What follows belongs to an exercise in optimizing a design on an open flow for small area and a short achievable clock period; a production flow would make more cautious choices. In this exercise RTL edits were held to simulation tests only and were not proved equivalent to the original.

## north
## crc
module crc #(
	parameter DATA_WIDTH = 32,
	parameter CRC_WIDTH = 32
)
(
	input wire clk,
	input wire resetn,
	input wire clear,
	input wire [CRC_WIDTH-1:0]init_in,
	input wire [CRC_WIDTH:0]poly_in,
	input wire data_reverse,
	input wire crc_reverse,
	input wire [CRC_WIDTH-1:0]xorout_in,
	input wire [DATA_WIDTH-1:0]data_in,
	input wire data_in_valid,
	output wire [CRC_WIDTH-1:0]crc_out
);
Settings: LEC_CHECK=0, CAP_MARGIN=50, CELL_PAD_IN_SITES_DETAIL_PLACEMENT=0, CELL_PAD_IN_SITES_GLOBAL_PLACEMENT=0, CORE_MARGIN=2, CORE_UTILIZATION=55, GPL_ROUTABILITY_DRIVEN=1, PLACE_DENSITY=0.65, SLEW_MARGIN=50, SYNTH_HIERARCHICAL=1; clock period 120.0 ns.
standard.sh (not shown) runs the stock make flow with config.mk's settings and CLKGATE_MAP_FILE= SYNTH_SCRIPT=/design/flow/synth_recipe.tcl, a recipe that flattens the netlist after the stock synthesis.
==> flow/flow/run.sh <==
#!/bin/bash
# The standard layout, with two changes: timing repair aims for a larger
# setup slack than the 120 ns clock needs (so that it shortens the paths
# that set the achieved period), and the port buffers are buf_1 cells.
set -euo pipefail
bash standard.sh synth > synth.log 2>&1
bash standard.sh SETUP_SLACK_MARGIN=88 \
  BUFFER_PORTS_ARGS="-buffer_cell sky130_fd_sc_hd__buf_1" finish > layout.log 2>&1
Both conditions hold for north: the flow ran to the end and the final layout passed the timing, DRC and antenna checks.
[inputs] south vs north
Settings: clearing CELL_PAD_IN_SITES_GLOBAL_PLACEMENT, which used to be 0; clearing CELL_PAD_IN_SITES_DETAIL_PLACEMENT, which used to be 0; putting CTS_CLUSTER_SIZE at 70 where nothing was set; putting CTS_CLUSTER_DIAMETER at 400 where nothing was set.
south | status: complete | timing, DRC, antenna: pass. Area added between synthesis and finish came out exactly the same in south and north. Any difference in TritonCTS buffer count between north and south is small enough to ignore. Remaining routing DRC violations: north vs south identical. Diff north -> south: proportion of cell area occupied by multi-input gates essentially unchanged; final cycle utilization of the critical path flat.
The inputs of east differ from those of south as listed below.
Settings: CTS_CLUSTER_DIAMETER: 400 -> 200; CTS_CLUSTER_SIZE: 70 -> 40.
Results
south finished all stages; the layout is clean.
No stage failed in east, and the final checks on the layout all came back clean.
[compare] base=south new=east: all-layer global routing usage comparable, post-detailed-routing wire length comparable, number of instances in the synthesized netlist comparable.
Re worst setup slack: no difference whatsoever between south and east.
south → east: footprint of the multi-input gates level.
Inputs modified between east and west:
Settings: CTS_CLUSTER_SIZE changed from 40 to 30; CTS_CLUSTER_DIAMETER removed (was 200); CTS_BUF_LIST newly set to sky130_fd_sc_hd__clkbuf_8.
--- a/flow/flow/run.sh
+++ b/flow/flow/run.sh
@@ -7 +7 @@
-bash standard.sh SETUP_SLACK_MARGIN=88 \
+bash standard.sh SETUP_SLACK_MARGIN=89 \
Notes after the runs:
- When the final numbers for east and west were put side by side, the clock distribution area overhead in the final layout turned out to be smaller in west.
- west ends up with higher non-clock buffer count than east does.
- Route | west vs east | wire longer in west
- Taking east as the reference point, the slack of the critical path of west rises by 0.46 ns.
- Comparing east and west, the higher cell area is on west.
- In the metrics for east and west, the one carrying the lower register-to-register slack is east.
- Relative to east, post-route minimum period has decreased by 0.46 ns in west.

* * *

## oak
crc, a different RTL version from the one above (not shown whole).
For scale: about 3100 cells after synthesis, about 140 flip-flops, about 170 I/O pins, ~0.023 sq mm of cells after synthesis.
==> flow/config.mk <==
export PLATFORM = sky130hd
export DESIGN_NAME = crc
export DESIGN_NICKNAME = crc
export VERILOG_FILES = /design/flow/design.v
export SDC_FILE = /design/flow/constraint.sdc
export NUM_CORES = 4
export LEC_CHECK = 0
export CAP_MARGIN = 50
export CORE_MARGIN = 2
export CORE_UTILIZATION = 55
export GPL_ROUTABILITY_DRIVEN = 1
export PLACE_DENSITY = 0.65
export SLEW_MARGIN = 50
export SYNTH_HIERARCHICAL = 1
==> flow/constraint.sdc <==
create_clock -name core_clock -period 120.0 [get_ports {clk}]
set_input_delay 24.0000 -clock core_clock [delete_from_list [all_inputs] [get_ports {clk}]]
set_output_delay 24.0000 -clock core_clock [all_outputs]
set_load 0.01 [all_outputs]
==> flow/flow/run.sh <==
#!/bin/bash
# The standard layout, with two changes: timing repair aims for a larger
# setup slack than the 120 ns clock needs (so that it shortens the paths
# that set the achieved period), and the port buffers are buf_1 cells.
set -euo pipefail
bash standard.sh synth > synth.log 2>&1
bash standard.sh SETUP_SLACK_MARGIN=88 \
  BUFFER_PORTS_ARGS="-buffer_cell sky130_fd_sc_hd__buf_1" finish > layout.log 2>&1
Edits applied to the flow inputs when going from oak to pine:
Settings: PLACE_DENSITY: 0.65 -> 0.8; CORE_UTILIZATION: 55 -> 70.
## What came out
pine ends up with a reg2reg setup slack that is 850 ps lower than in oak. pine against oak: floorplan die height shrank by about 11%; non-clock buffer count in the final layout shrank by about 2.6%.

* * *

Setup of juniper:
crc again, from the RTL that the note above started with.
Settings: LEC_CHECK=0, CAP_MARGIN=50, CORE_MARGIN=2, CORE_UTILIZATION=55, GPL_ROUTABILITY_DRIVEN=1, PLACE_DENSITY=0.65, SLEW_MARGIN=50, SYNTH_HIERARCHICAL=1; clock period 120.0 ns.
run.sh (not shown) runs the stock make flow with config.mk's settings and CLKGATE_MAP_FILE= SYNTH_SCRIPT=/design/flow/synth_recipe.tcl, a recipe that flattens the netlist after the stock synthesis.
Stock flow here: none of the scripts above is used.
Inputs modified between juniper and tundra:
==> flow/flow/run.sh (new file) <==
#!/bin/bash
# The standard layout, with two changes: timing repair aims for a larger
# setup slack than the 120 ns clock needs (so that it shortens the paths
# that set the achieved period), and the port buffers are buf_1 cells.
set -euo pipefail
bash standard.sh synth > synth.log 2>&1
bash standard.sh SETUP_SLACK_MARGIN=94 \
  BUFFER_PORTS_ARGS="-buffer_cell sky130_fd_sc_hd__buf_1" finish > layout.log 2>&1
==> flow/standard.sh (new file) <==
#!/bin/bash
# synth_recipe.tcl (not shown) runs the flow's synth.tcl, then flattens the netlist and writes it again
# the make line also repeats each setting of config.mk as NAME=value (left out here)
make -C /OpenROAD-flow-scripts/flow DESIGN_CONFIG=/design/flow/config.mk WORK_HOME=/design/flow/orfs CLKGATE_MAP_FILE= SYNTH_SCRIPT=/design/flow/synth_recipe.tcl "${@:-finish}"
removed: flow/run.sh
==> run notes <==
- Re flip-flop and latch count: no difference whatsoever between juniper and tundra.
- Per the comparison of tundra with juniper, worst hold slack increased 37 ps.
Input-level comparison between umber and tundra:
# tundra
export LEC_CHECK = 0
export CAP_MARGIN = 50
export CORE_MARGIN = 2
export CORE_UTILIZATION = 55
export GPL_ROUTABILITY_DRIVEN = 1
export PLACE_DENSITY = 0.65
export SLEW_MARGIN = 50
export SYNTH_HIERARCHICAL = 1
create_clock -name core_clock -period 120.0 [get_ports {clk}]
# umber
export LEC_CHECK = 0
export CAP_MARGIN = 50
export CORE_MARGIN = 2
export CORE_UTILIZATION = 55
export GPL_ROUTABILITY_DRIVEN = 1
export GPL_TIMING_DRIVEN = 1
export PLACE_DENSITY = 0.65
export SLEW_MARGIN = 50
export SYNTH_HIERARCHICAL = 1
create_clock -name core_clock -period 120.0 [get_ports {clk}]
-- flow/flow/run.sh --
<<< tundra, line 5
set -euo pipefail
bash standard.sh synth > synth.log 2>&1
bash standard.sh SETUP_SLACK_MARGIN=94 \
  BUFFER_PORTS_ARGS="-buffer_cell sky130_fd_sc_hd__buf_1" finish > layout.log 2>&1
>>> umber, line 5
set -euo pipefail
bash standard.sh synth > synth.log 2>&1
bash standard.sh SETUP_SLACK_MARGIN=88 \
  BUFFER_PORTS_ARGS="-buffer_cell sky130_fd_sc_hd__buf_1" finish > layout.log 2>&1
## What came out
Per the comparison of umber with tundra, cell count saw a decrease; register-to-register slack saw a decrease.
For the time the final worst path needs with I/O delays and setup, umber came in 810 ps higher than tundra did.
Sequential share of layout area in umber is 2.7 points above tundra.
Share of cells above drive strength 1: umber vs tundra down 20 points
Number of placed instances, taps included (umber vs. tundra) increases slightly
On umber: number of gates on the worst path with buffers counted is 4 lower than what tundra gave.

* * *

## run A
crc with an RTL version that a note above also has.
Size in the first run: ~3,200 cells after synthesis, roughly 140 flip-flops, ~170 I/O pins.
export LEC_CHECK = 0
export CAP_MARGIN = 50
export CORE_MARGIN = 2
export CORE_UTILIZATION = 55
export GPL_ROUTABILITY_DRIVEN = 1
export PLACE_DENSITY = 0.55
export SLEW_MARGIN = 50
export SYNTH_HIERARCHICAL = 1
create_clock -name core_clock -period 120.0 [get_ports {clk}]
standard.sh (not shown) runs the stock make flow with config.mk's settings and CLKGATE_MAP_FILE= SYNTH_SCRIPT=/design/flow/synth_recipe.tcl, a recipe that flattens the netlist after the stock synthesis.
==> flow/flow/run.sh <==
#!/bin/bash
# The standard layout, with two changes: timing repair aims for a larger
# setup slack than the 120 ns clock needs (so that it shortens the paths
# that set the achieved period), and the port buffers are buf_1 cells.
set -euo pipefail
bash standard.sh synth > synth.log 2>&1
bash standard.sh SETUP_SLACK_MARGIN=88 \
  BUFFER_PORTS_ARGS="-buffer_cell sky130_fd_sc_hd__buf_1" finish > layout.log 2>&1
Every stage of the flow completed for run A, and the final layout passed the timing, DRC and antenna checks.
The following lists how run B was set up differently from run A:
Settings: GPL_ROUTABILITY_DRIVEN: 1 -> 0; PLACE_DENSITY: 0.55 -> 0.65.
## What came out
~same clock tree cell share of total cell area in run B and run A. Going from run A to run B, logic depth of the worst setup path including buffers +about 4%; overall fraction of global-route tracks in use -2.0 points. Required time of the critical path across run B and run A: no real change. Run B and run A ended up with nearly the same upper clock frequency limit. Run B vs. run A: aggregate routed wire length went down by 4.6%. Diff run B..run A | final cell count without fillers | negligible. Run B vs run A, average wire length per cell after detail routing went down by about 4.5%. The critical path startpoint comes out pn[31]$_DFF_P_ in one run and r[31]$_DFFE_PP_ in the other, namely in run A and run B respectively.
Setup changes, run B to run C
Settings: changing PLACE_DENSITY from 0.65 to 0.75; changing GPL_ROUTABILITY_DRIVEN from 0 to 1.
--- outcome ---
There was hardly any difference in final design area excluding fillers between run C and run B.
Re number of nets still failing antenna checks after routing: no difference whatsoever between run C and run B.
Delta (run C minus run B): detailed-placement wirelength estimate went down by 3.6%, first-pass GRT wire length went down by 2600 um, maximum single-stage delay on the critical path went up by 0.05 ns, routed wire length went down by about 2.7%.
Diff run C..run B | clock network contribution to total cell area | negligible
Run C and run B all finish clean.

## separate check: timing with driven ports
In the flow no input, the clock included, has a driving cell. The finished layouts below were timed again as built, in two steps. Step 1: set_driving_cell puts a clkbuf_16 on clk and a buf_2 on each other input, an assumption about the parent block. Step 2 times the ports against the registers' clock, not the clock port: input delays grow and output delays shrink by t, the midpoint of the rising clock arrivals with the driver on. Slacks: ideal / step 1 / step 2; pairs: ideal / step 1.
run	t (ns)	setup slack, ns	latest minus earliest clock arrival (ns)
north	0.521	88.887 / 88.828 / 89.184	0.020 / 0.020
south	0.521	88.887 / 88.828 / 89.184	0.020 / 0.020
east	0.521	88.887 / 88.828 / 89.184	0.020 / 0.020
west	0.570	89.350 / 89.295 / 88.976	0.045 / 0.044
oak	0.506	88.664 / 88.609 / 88.713	0.019 / 0.019
pine	0.504	88.238 / 88.181 / 88.344	0.030 / 0.030
juniper	0.508	87.901 / 87.841 / 88.349	0.018 / 0.018
tundra	0.542	89.470 / 89.495 / 88.953	0.018 / 0.019
umber	0.506	88.664 / 88.609 / 88.713	0.019 / 0.019
run A	0.524	88.640 / 88.579 / 89.103	0.025 / 0.025
run B	0.499	88.682 / 88.626 / 88.905	0.008 / 0.008
run C	0.491	88.576 / 88.525 / 89.016	0.021 / 0.021
After both steps setup and hold are still met in every run listed. For tundra, which loses most, drivers alone change the setup slack by +0.025 ns; drivers and shift together by -0.517 ns.
